Source: an optimization exercise on an open RTL-to-GDS flow (aim: small area, a short achievable clock period and few clock cycles per item). Production flows keep margins and buffers that such runs may drop. The RTL was checked by simulation tests, not by an equivalence proof against the original design.

## flow/design.v (module list and top-level ports; edited modules follow where they fit)
// module mult: 1235 lines
// module mult_fa: 4 lines
// module mult_ha: 4 lines
module mult(
	input clk, rst, start, in_is_signed,
	input [31:0] in_a, in_b,
	output mult_status,
	output [63:0] s);
  // ...
==> flow/flow/run.sh <==
#!/bin/bash
set -euo pipefail
export BUFFER_PORTS_ARGS="-buffer_cell sky130_fd_sc_hd__buf_2"
bash standard.sh > standard.log 2>&1
==> flow/standard.sh <==
#!/bin/bash
# synth_recipe.tcl (not shown) runs the flow's synth.tcl, then flattens the netlist and writes it again
# the make line also repeats each setting of config.mk as NAME=value (left out here)
make -C /OpenROAD-flow-scripts/flow DESIGN_CONFIG=/design/flow/config.mk WORK_HOME=/design/flow/orfs CLKGATE_MAP_FILE= SYNTH_SCRIPT=/design/flow/synth_recipe.tcl "${@:-finish}"
==> flow/config.mk <==
export PLATFORM = sky130hd
export DESIGN_NAME = mult
export DESIGN_NICKNAME = mult
export VERILOG_FILES = /design/flow/design.v
export SDC_FILE = /design/flow/constraint.sdc
export NUM_CORES = 4
export LEC_CHECK = 0
export ABC_AREA = 1
export CAP_MARGIN = 20
export CORE_MARGIN = 2
export CORE_UTILIZATION = 60
export PLACE_DENSITY = 0.75
export SLEW_MARGIN = 20
export SYNTH_HIERARCHICAL = 1
==> flow/constraint.sdc <==
create_clock -name core_clock -period 50.0 [get_ports {clk}]
set_input_delay 10.0000 -clock core_clock [delete_from_list [all_inputs] [get_ports {clk}]]
set_output_delay 10.0000 -clock core_clock [all_outputs]
set_load 0.01 [all_outputs]
==> flow_metrics.tcl, run 1 <==
set metrics [dict create \
    clock_area_share_pct 2.85 \
    cts_setup_buffers 0 \
    path_max_fanout 32 \
    dr_wl_met2_um 28000 \
    stdcell_count 2512 \
    syn-cell-area_mm2 0.0191 \
    seq_area_frac_synth_pct 18.6 \
    die_h_um 183 \
    io_buffers 132 \
    drive_above_1_share_pct 10.8 \
    clock_buffers 18 \
    cts.path.max_buffers 2 \
    nonClkBufAreaFrac_pct 4.51 \
    synthesis.nets 2502 \
    sh_seq_area_pct 17.3 \
    synth_top_cell_area_share_pct 29.5 \
    synth_most_common_cell "xor2_1" \
    pin_count 133 \
    layout_common_cells "xor2_1, nand2_1, o22ai_1" \
    critPathRequiredTime_ps 40000 \
    setup_tns_ps 0 \
    synth-compound-area-share_pct 14.4 \
    num-nonclk-buffers 166 \
    drv_cap 0 \
    yosys_warnings 7 \
    holdPathStages 2 \
    crit_buf_inv 2 \
    status "finished clean" \
    top_regs "acc (46), n (33), wlo (18)" \
    tritoncts.num_buffers 17 \
    numClockSinks 125 \
    start_util_pct 60.8 \
    path_class "register to primary output" \
    ys_top_cells_by_area "fa_1, edfxtp_1, xor2_1, o22ai_1, nand2_1" \
    antenna_left 0 \
    via_per_inst 6.58 \
    dr_wl_met3_um 7900 \
    largest_reg_flops 46 \
    ys_dominant_reg_cell "edfxtp_1" \
    post_drt_wl_per_cell_um 24.6 \
]
Testbench counts, summed over its fixed seeds: cycles 4,019, items 3,200.
==> run 2, diff against run 1 <==
--- a/flow/design.v
+++ b/flow/design.v
@@ -1,16 +1,18 @@
 module mult(
 	input clk, rst, start, in_is_signed,
 	input [31:0] in_a, in_b,
 	output mult_status,
 	output [63:0] s);
-	reg [32:0] n;	 
+	reg [32:0] n_b;	 
+	wire [32:0] n = ~n_b;
 	reg busy;
-	reg [8:0] one, two, neg;	 
+	reg [8:0] one_b, two_b, neg;	 
+	wire [8:0] one = ~one_b, two = ~two_b;
 	reg [17:0] wlo;	 
 	reg [45:0] acc;	 
 	assign mult_status = busy;
 	wire sha = &in_a[31:17] | ~|in_a[31:17];
 	wire shb = &in_b[31:17] | ~|in_b[31:17];
 	wire use_a = sha & ~shb;
 	wire [17:0] mlo = use_a ? in_a[17:0] : in_b[17:0];
 	wire mtop = use_a ? in_a[31] : in_b[31];
@@ -46,24 +48,24 @@
 	assign one_n[8] = wn[17] ^ wn[16];
 	assign two_n[8] = (wn[18] & ~wn[17] & ~wn[16]) | (~wn[18] & wn[17] & wn[16]);
 	assign neg_n[8] = wn[18];
 	always @(posedge clk) begin
 		if (rst) begin
 			busy <= 1'b0;
 		end else if (!busy) begin
 			if (start) begin
-				n <= {in_is_signed & nn[31], nn};
-				one <= one_n; two <= two_n; neg <= neg_n;
+				n_b <= ~{in_is_signed & nn[31], nn};
+				one_b <= ~one_n; two_b <= ~two_n; neg <= neg_n;
 				acc <= (corr & (sha | shb)) ? {nn, 14'b0} : 46'b0;
 				busy <= ~(sha | shb);
 			end
 		end else begin
 			acc <= s[45:0];
-			one <= one_n; two <= two_n; neg <= neg_n;
+			one_b <= ~one_n; two_b <= ~two_n; neg <= neg_n;
 			busy <= 1'b0;
 		end
 	end
 	always @(posedge clk)
 		wlo <= mlo;
 	wire [34:0] nx = {n[32], n, 1'b0};
 	wire [33:0] pp0 = (({34{one[0]}} & nx[34:1]) | ({34{two[0]}} & nx[33:0])) ^ {34{neg[0]}};
 	wire [33:0] pp1 = (({34{one[1]}} & nx[34:1]) | ({34{two[1]}} & nx[33:0])) ^ {34{neg[1]}};
==> flow/config.mk (replaced) <==
export PLATFORM = sky130hd
export DESIGN_NAME = mult
export DESIGN_NICKNAME = mult
export VERILOG_FILES = /design/flow/design.v
export SDC_FILE = /design/flow/constraint.sdc
export NUM_CORES = 4
export LEC_CHECK = 0
export ABC_AREA = 1
export CAP_MARGIN = 20
export CORE_MARGIN = 2
export CORE_UTILIZATION = 40
export SLEW_MARGIN = 55
export SYNTH_HIERARCHICAL = 1
==> flow_metrics.tcl, run 2 <==
set metrics [dict create \
    status "finished clean" \
    pin_count 133 \
    grt_pass1_vias 16700 \
    fill_cells 4551 \
    ys_types 39 \
    via_per_inst 5.91 \
    stdcell_count 2705 \
    drc 0 \
    rsz0062_at_grt "false" \
    start_kind "register" \
    postPlaceCellArea_mm2 0.0203 \
    final_util_pct 44.3 \
    fp-row-count 80 \
    fin_crit_ps 16730 \
    slew_viol_final 0 \
    ys_top_cells_by_area "fa_1, edfxtp_1, xor2_1, o22ai_1, ha_1" \
    placedCellCount 2664 \
    seq_area_frac_synth_pct 18.6 \
    finalSetupViolations 0 \
    synth.largest_area_cell "fa_1" \
    synthTopCellsByCount "xor2_1, o22ai_1, fa_1, nand2_1, inv_1" \
    ys_dominant_reg_cell "edfxtp_1" \
    post_drt_wl_per_cell_um 23.8 \
    dp_hpwl_um 46400 \
    critical_path.most_common_cell "nand2_1" \
    start_util_pct 40.3 \
    synthesis.nets 2494 \
    synth_most_common_cell "xor2_1" \
    rr_endpoint "acc[39]$_DFFE_PP_" \
    die_h_um 223 \
    cp_slowest_stage_delay_ps 550 \
    cts_hold_buffers 0 \
    final-hold-violation-count 0 \
    fin_nets 2515 \
    grt_pass1_wl_um 99000 \
    cpMaxStageDelayCell "fa_1" \
    worst-slew-pin-transition_ps 660 \
    core-area_mm2 0.0474 \
    cts.path.max_buffers 2 \
    whs_ps 581 \
    worstSetupEndpoint "s[47]" \
    place_congestion 0.932 \
    post_cts_resized 0 \
    synthCells 2056 \
    grt_start_max_net_pins 88 \
    root_buffer "clkbuf_16" \
    layout_common_cells "xor2_1, o22ai_1, fa_1" \
    reg2reg_depth 24 \
    path_max_fanout 25 \
    synth_top_cell_area_share_pct 29.5 \
    die-area_mm2 0.0495 \
    crit_start "one_b[0]$_DFFE_PP_" \
    tritoncts.num_buffers 17 \
    path_clk_slew_ps 60 \
    antenna_found_initial 0 \
    r2r_start "one_b[0]$_DFFE_PP_" \
    setup.worst_path.end_class "primary output" \
    cts_tree "yes" \
    antenna_left 0 \
    fin_worst_skew_ps 15.3 \
    cts_max_level 4 \
    fmax_ghz 0.0598 \
    cts_setup_buffers 0 \
    drive_above_1_share_pct 13.1 \
    io_buffers 132 \
    critPathRequiredTime_ps 40000 \
    crit_arrival_ps 6730 \
    synth_edf_count 106 \
    fp.dieW_um 223 \
    relSlewSlack_pct 55.7 \
    period_share_pct 33.5 \
    top_register "acc" \
    area_delta_synth_final_pct 9.90 \
    overflow 0 \
    largest_reg_flops 46 \
    routed_wl_um 64400 \
    setup_slack_ps 33270 \
    setup_tns_ps 0 \
    clock_latency_ps 450 \
    hold_class "register to register" \
    drt-pass1-iter-count 6 \
    grt.total_usage_pct 26.3 \
    rrSetupSlack_ps 43580 \
    final_cell_area_mm2 0.0210 \
    vias 16000 \
    top_regs "acc (46), n_b (33), wlo (18)" \
    n_antenna_cell 0 \
    syn_area_per_cell_um2 9.30 \
    numClockSinks 125 \
    ys_seq_elements 125 \
    drv_cap 0 \
    yosys_warnings 7 \
    path_class "register to primary output" \
    syn-cell-area_mm2 0.0191 \
    async_flop_share_pct 0 \
    post-place-ws_ps 33740 \
    dr.first_iter.drc_count 1963 \
    mostFrequentLayoutCell "xor2_1" \
]
run 2: cell types whose count changed in the layout (fill, tap and decap cells not counted), sizes merged, moves of 5 or more:
cell    delta
buf       +36
nand2     -65
o21ai      +5
a21boi     -9
a21oi     +19
nand3      +7
xor2      -13
clkinv    -34
o211ai     -9
inv       +10
nor2      +15
and2      +14
run 2: area by class of cell:
class,instances,area [µm²],share of cell area [%]
clock buffer,20,479,2.28
clock inverter,12,96.3,0.459
inverter,181,679,3.23
multi-input combinational,1550,14100,67.3
sequential,125,3560,17.0
tap,615,769,3.66
timing repair buffer,202,1290,6.12
run 2: how the worst min path moves through the flow:
| stage | from | to | slack, ps | cells after the start |
|---|---|---|---|---|
| floorplan | wlo[3]$_DFF_P_ | neg[1]$_DFFE_PP_ | 540 | 2 |
| global placement | wlo[1]$_DFF_P_ | neg[0]$_DFFE_PP_ | 560 | 2 |
| detailed placement | wlo[1]$_DFF_P_ | neg[0]$_DFFE_PP_ | 560 | 2 |
| CTS | wlo[1]$_DFF_P_ | neg[0]$_DFFE_PP_ | 580 | 2 |
| global route | wlo[1]$_DFF_P_ | neg[0]$_DFFE_PP_ | 610 | 2 |
| finish | wlo[1]$_DFF_P_ | neg[0]$_DFFE_PP_ | 580 | 2 |
run 2: critical path, delay by kind of cell (launching register included):
family / cells / cell delay, ps
adder cells (fa/ha/maj): 7 / 3160
flip-flops: 1 / 530
AND/OR/NAND/NOR: 13 / 1350
buffers and inverters: 2 / 560
AO/OA/AOI/OAI: 2 / 280
XOR/XNOR: 2 / 410
run 2: logic make-up after synthesis:
logic type      count (synthesis)  synth area share [%]
simple gates                  394                  8.72
compound gates                455                  14.5
xor+xnor                      331                  15.2
flops                         125                  18.6
buf+inv                       381                  7.71
fa+ha+maj                     370                  35.3
run 2: per-module statistics from Yosys (local to each module, per instance):
module / area, µm² / copies in the design
mult_fa: 20.0 / 251
mult: 13800 / 1
mult_ha: 12.5 / 21
run 2: metal layers:
| layer | track usage [%] | share of wire (%) | vias up |
|---|---|---|---|
| met5 | 0 | 0 | - |
| met4 | 14.1 | 5.5 | 0 |
| met3 | 6.44 | 10 | 224 |
| met2 | 40.2 | 44 | 1021 |
| met1 | 34.5 | 40 | 7812 |
| li1 | - | - | 6943 |
Testbench counts of run 2, summed over its fixed seeds: cycles 4,019, items 3,200.
==> run 3, diff against run 2 <==
--- a/flow/config.mk
+++ b/flow/config.mk
@@ -10,4 +10,5 @@
 export CORE_MARGIN = 2
 export CORE_UTILIZATION = 40
-export SLEW_MARGIN = 55
+export GPL_TIMING_DRIVEN = 0
+export SLEW_MARGIN = 20
 export SYNTH_HIERARCHICAL = 1
==> flow_metrics.tcl, run 3 <==
set metrics [dict create \
    status "finished clean" \
    via_per_inst 5.81 \
    dr.first_iter.drc_count 1786 \
    synthesis.nets 2494 \
    whs_ps 576 \
    async_flop_share_pct 0 \
    fp.dieW_um 223 \
    synth-compound-area-share_pct 14.5 \
    fmax_ghz 0.0574 \
    numClockSinks 125 \
    postPlaceCellArea_mm2 0.0207 \
    synth.largest_area_cell "fa_1" \
    overflow 0 \
    cts_setup_buffers 0 \
    setup.worst_path.end_class "primary output" \
    synth_top_family_by_area "adder cells" \
    fill_cells 4748 \
    synth_xor_xnor_area_share_pct 15.2 \
    vias 16500 \
    cts_hold_buffers 0 \
    core-area_mm2 0.0474 \
    cts_tree "yes" \
    fin_worst_skew_ps 18.0 \
    final_util_pct 44.8 \
    synth_edf_count 106 \
    synth-simple-area-share_pct 8.72 \
    slew_viol_final 0 \
    clock_latency_ps 430 \
    drt-pass1-iter-count 5 \
    pin_count 133 \
    drive_above_1_share_pct 9.74 \
    fp-row-count 80 \
    cts.path.max_buffers 2 \
    period_share_pct 34.9 \
    place_congestion 0.992 \
    crit_arrival_ps 7430 \
    grt_pass1_wl_um 107000 \
    drv_cap 0 \
    mostFrequentLayoutCell "xor2_1" \
    start_kind "register" \
    path_max_fanout 10 \
    path_class "register to primary output" \
    largest_reg_flops 46 \
    synth_most_common_cell "xor2_1" \
    die-area_mm2 0.0495 \
    fin_nets 2652 \
    antenna_found_initial 3 \
    tritoncts.num_buffers 17 \
    synthCells 2056 \
    finalSetupViolations 0 \
    dp_hpwl_um 58800 \
    cts_max_level 4 \
    ys_types 39 \
    area_delta_synth_final_pct 11.1 \
    antenna_left 0 \
    setup_slack_ps 32570 \
    critPathRequiredTime_ps 40000 \
    start_util_pct 40.3 \
    stdcell_count 2844 \
    crit_start "n_b[17]$_DFFE_PP_" \
    hold_start "wlo[9]$_DFF_P_" \
    setup_tns_ps 0 \
    final-hold-violation-count 0 \
    post_cts_resized 0 \
    post_drt_wl_per_cell_um 25.2 \
    synth_top_cell_area_share_pct 29.5 \
    top_regs "acc (46), n_b (33), wlo (18)" \
    layout_common_cells "xor2_1, o22ai_1, fa_1" \
    synthTopCellsByCount "xor2_1, o22ai_1, fa_1, nand2_1, inv_1" \
    routed_wl_um 71600 \
    final_cell_area_mm2 0.0212 \
    drc 0 \
    ys_top_cells_by_area "fa_1, edfxtp_1, xor2_1, o22ai_1, ha_1" \
    grt.total_usage_pct 29.1 \
    yosys.area_share.adder_pct 35.3 \
    post-place-ws_ps 33080 \
    muxShareOfSynthArea_pct 0 \
    ys_seq_elements 125 \
    worst-slew-pin-transition_ps 926 \
    hold_class "register to register" \
    io_buffers 132 \
    syn-cell-area_mm2 0.0191 \
    grt_pass1_vias 16900 \
    rsz0062_at_grt "false" \
    root_buffer "clkbuf_16" \
    top_register "acc" \
    ys_dominant_reg_cell "edfxtp_1" \
    path_clk_slew_ps 60 \
    fin_crit_ps 17430 \
    placedCellCount 2810 \
    r2r_start "n_b[17]$_DFFE_PP_" \
    syn_area_per_cell_um2 9.30 \
    relSlewSlack_pct 38.3 \
    seq_area_frac_synth_pct 18.6 \
    die_h_um 223 \
    grt_start_max_net_pins 20 \
    yosys_warnings 7 \
]
## run 3: cell counts after synthesis
Identical to the previous run, type by type.
## run 3: worst paths after layout
| check | slack, ps | depth (start not counted) | endpoint |
|---|---|---|---|
| max | 32570 | 24 | s[39] |
| min | 580 | 2 | neg[4]$_DFFE_PP_ |
| max reg2reg | 42830 | 25 | acc[39]$_DFFE_PP_ |
| min reg2reg | 580 | 2 | neg[4]$_DFFE_PP_ |
## run 3: logic make-up (layout without fill, tap and decap cells)
| kind of cell | Yosys count | count (layout) |
|---|---|---|
| AOI/OAI and AO/OA | 455 | 455 |
| and+or+nand+nor | 394 | 394 |
| buffers and inverters | 381 | 552 |
| adders and majority gates | 370 | 370 |
| xor gates and xnor gates | 331 | 331 |
| DFF | 125 | 125 |
| other | 0 | 2 |
## run 3: cell type report
| cell class | count | area [µm²] | share of cell area (%) |
|---|---|---|---|
| Multi-Input combinational cell | 1550 | 14100 | 66.3 |
| Sequential cell | 125 | 3560 | 16.8 |
| Timing Repair Buffer | 139 | 801 | 3.77 |
| Buffer | 200 | 795 | 3.74 |
| Tap cell | 615 | 769 | 3.62 |
| Inverter | 181 | 679 | 3.20 |
| Clock buffer | 18 | 429 | 2.02 |
| Clock inverter | 14 | 110 | 0.518 |
| Antenna cell | 2 | 5.00 | 0.0236 |
## run 3: routing by layer
metal / part of all wire [%] / vias up / GRT usage [%]
li1: - / 7208 / -
met2: 45 / 965 / 45.7
met3: 9.2 / 161 / 5.32
met5: 0 / - / 0
met4: 4.4 / 0 / 12.3
met1: 42 / 8186 / 39.6
## run 3: critical path, stage by stage (launching register included)
cell	delay, ps
edfxtp_1	430
clkbuf_1	510
buf_1	550
o22ai_1	160
xor2_1	200
fa_1	560
fa_1	490
fa_1	430
fa_1	520
fa_1	420
ha_1	330
nand2_1	90
inv_1	40
nand2_1	90
nand2_1	90
nand2_1	70
nand2_1	70
a21oi_1	120
nand2_1	250
inv_1	190
o21bai_1	120
a31o_2	230
fa_1	370
xor2_1	430
buf_2	220
## run 3: per-module statistics from Yosys (local to each module, per instance)
module / cells / copies in the design / cell area [µm²] / flops+latches
mult: 1784 / 1 / 13800 / 125
mult_fa: 1 / 251 / 20.0 / 0
mult_ha: 1 / 21 / 12.5 / 0
==> run 4, diff against run 3 <==
--- a/flow/config.mk
+++ b/flow/config.mk
@@ -10,5 +10,4 @@
 export CORE_MARGIN = 2
 export CORE_UTILIZATION = 40
-export GPL_TIMING_DRIVEN = 0
 export SLEW_MARGIN = 20
 export SYNTH_HIERARCHICAL = 1
==> flow_metrics.tcl, run 4 <==
set metrics [dict create \
    cts.path.max_buffers 2 \
    yosys_warnings 7 \
    vias 15800 \
    ys_dominant_reg_cell "edfxtp_1" \
    fill_cells 4662 \
    antenna_found_initial 1 \
    layout_common_cells "xor2_1, o22ai_1, fa_1" \
    finalSetupViolations 0 \
    yosys.area_share.adder_pct 35.3 \
    numClockSinks 125 \
    largest_reg_flops 46 \
    synth_most_common_cell "xor2_1" \
    dr.first_iter.drc_count 1791 \
    cts_hold_buffers 0 \
    io_buffers 132 \
    fin_worst_skew_ps 15.6 \
    post_drt_wl_per_cell_um 23.8 \
    relSlewSlack_pct 27.9 \
    synth-simple-area-share_pct 8.72 \
    root_buffer "clkbuf_16" \
    area_delta_synth_final_pct 8.13 \
    slew_viol_final 0 \
    critical_path.most_common_cell "nand2_1" \
    drv_cap 0 \
    hold_class "register to register" \
    cts_max_level 4 \
    rsz0062_at_grt "false" \
    fin_nets 2487 \
    antenna_left 0 \
    n_antenna_cell 0 \
    synthCells 2056 \
    synth_xor_xnor_area_share_pct 15.2 \
    period_share_pct 33.5 \
    synth_top_family_by_area "adder cells" \
    async_flop_share_pct 0 \
    place_congestion 0.932 \
    cpMaxStageDelayCell "edfxtp_1" \
    drt-pass1-iter-count 7 \
    grt.total_usage_pct 26.0 \
    die-area_mm2 0.0495 \
    critPathRequiredTime_ps 40000 \
    setup.worst_path.end_class "primary output" \
    core-area_mm2 0.0474 \
    final-hold-violation-count 0 \
    synth-compound-area-share_pct 14.5 \
    fin_crit_ps 16750 \
    mostFrequentLayoutCell "xor2_1" \
    syn_area_per_cell_um2 9.30 \
    path_clk_slew_ps 60 \
    grt_pass1_vias 16500 \
    status "finished clean" \
    syn-cell-area_mm2 0.0191 \
    dp_hpwl_um 45300 \
    cts_tree "yes" \
    start_kind "register" \
    fp.dieW_um 223 \
    worst-slew-pin-transition_ps 1080 \
    grt_start_max_net_pins 88 \
    ys_top_cells_by_area "fa_1, edfxtp_1, xor2_1, o22ai_1, ha_1" \
    muxShareOfSynthArea_pct 0 \
    synthTopCellsByCount "xor2_1, o22ai_1, fa_1, nand2_1, inv_1" \
    fp-row-count 80 \
    die_h_um 223 \
    overflow 0 \
    clock_latency_ps 440 \
    synthesis.nets 2494 \
    synth_edf_count 106 \
    path_class "register to primary output" \
    setup_tns_ps 0 \
    top_register "acc" \
    start_util_pct 40.3 \
    via_per_inst 5.89 \
    crit_arrival_ps 6750 \
    path_max_fanout 18 \
    seq_area_frac_synth_pct 18.6 \
    fmax_ghz 0.0597 \
    tritoncts.num_buffers 17 \
    cts_setup_buffers 0 \
    post_cts_resized 0 \
    ys_seq_elements 125 \
    routed_wl_um 63600 \
    drive_above_1_share_pct 11.7 \
    pin_count 133 \
    drc 0 \
    synth_top_cell_area_share_pct 29.5 \
    cp_slowest_stage_delay_ps 920 \
    synth.largest_area_cell "fa_1" \
    top_regs "acc (46), n_b (33), wlo (18)" \
    rrSetupSlack_ps 43550 \
    ys_types 39 \
    grt_pass1_wl_um 97800 \
]
run 4: cell types whose count changed in the layout (fill, tap and decap cells not counted), moves of 2 or more:
cell,before,now
clkbuf_1,142,0
buf_1,46,0
buf_4,2,42
buf_2,140,132
buf_6,6,0
buf_16,4,0
clkbuf_16,17,19
diode_2,2,0
run 4: cells by family (layout without fill, tap and decap cells):
family | Yosys count | after routing
AO/OA/AOI/OAI | 455 | 455
AND/OR/NAND/NOR | 394 | 394
buffers and inverters | 381 | 387
adder cells (fa/ha/maj) | 370 | 370
XOR/XNOR | 331 | 331
flip-flops | 125 | 125
run 4: path summary, 6_finish.rpt:
| path | from | endpoint | depth (start not counted) |
|---|---|---|---|
| setup / recovery | n_b[22]$_DFFE_PP_ | s[47] | 25 |
| hold reg to reg | wlo[1]$_DFF_P_ | neg[0]$_DFFE_PP_ | 2 |
| hold / removal | wlo[1]$_DFF_P_ | neg[0]$_DFFE_PP_ | 2 |
| setup reg to reg | n_b[22]$_DFFE_PP_ | acc[39]$_DFFE_PP_ | 23 |
run 4: cell type report:
cell class              count  area [µm²]  area share [%]
multi-input cells        1550       14100            68.2
clock inverters            12        96.3           0.466
inverters                 181         679            3.29
repair buffers            174         976            4.72
clock buffers              20         489            2.37
well taps                 615         769            3.72
flip-flops and latches    125        3560            17.2
run 4: critical path: cells and delay by family, from the launching register on:
family	cells	cell delay [ps]
and+or+nand+nor	13	1310
AOI/OAI and AO/OA	2	310
buffers and inverters	1	170
DFF	1	920
xor gates and xnor gates	2	420
adders and majority gates	7	3130
run 4: Yosys stat by module, one instance, submodules excluded:
module	cells inside	flops+latches	copies in the design
mult_ha	1	0	21
mult	1784	125	1
mult_fa	1	0	251
run 4: routing by layer:
layer | up-vias | GRT usage (%) | wire, µm
met5 | - | 0 | 0
met4 | 0 | 13.0 | 3590
met3 | 225 | 7.02 | 6590
met2 | 942 | 40.0 | 28000
met1 | 7724 | 33.8 | 25400
li1 | 6886 | - | -
run 4: metrics by stage:
| stage | area [µm²] | util, % | setup WS (ps) | hold WS, ps | instances |
|---|---|---|---|---|---|
| after global routing | 20700 | 43.6 | 32850 | 613 | 2677 |
| after CTS | 20700 | 43.6 | 33250 | 581 | 2677 |
| final | 20700 | 43.6 | 33250 | 576 | 2677 |
| after global placement | 20100 | 42.3 | 33840 | 565 | 2645 |
| after detailed placement | 20100 | 42.3 | 33740 | 568 | 2645 |
| after floorplan | 19100 | - | 34580 | 541 | 2056 |

## afterwards: timing with drivers on the ports
The flow's constraints put no driver on any port. The routed layouts listed below were extracted and timed again, unchanged, in two steps. Step 1, drivers: a clkbuf_16 drives clk and a buf_2 each remaining input, both assumed. Step 2, shift: input delay + t, output delay - t, t = (earliest + latest rising clock arrival at the registers) / 2. This alone moves slack from input paths to output paths. Slacks: no drivers / after step 1 / after step 2; pairs: no drivers / after step 1.
run | t, ns | slack for setup (ns) | clock arrival spread, ns | pins driven straight from the clock port
run 1 | 0.476 | 32.937 / 32.884 / 33.360 | 0.010 / 0.010 | 1
run 2 | 0.497 | 33.267 / 33.216 / 33.713 | 0.016 / 0.016 | 1
run 3 | 0.476 | 32.566 / 32.515 / 32.991 | 0.018 / 0.018 | 1
run 4 | 0.487 | 33.249 / 33.198 / 33.686 | 0.016 / 0.015 | 1
After both steps setup and hold are still met in every run listed.
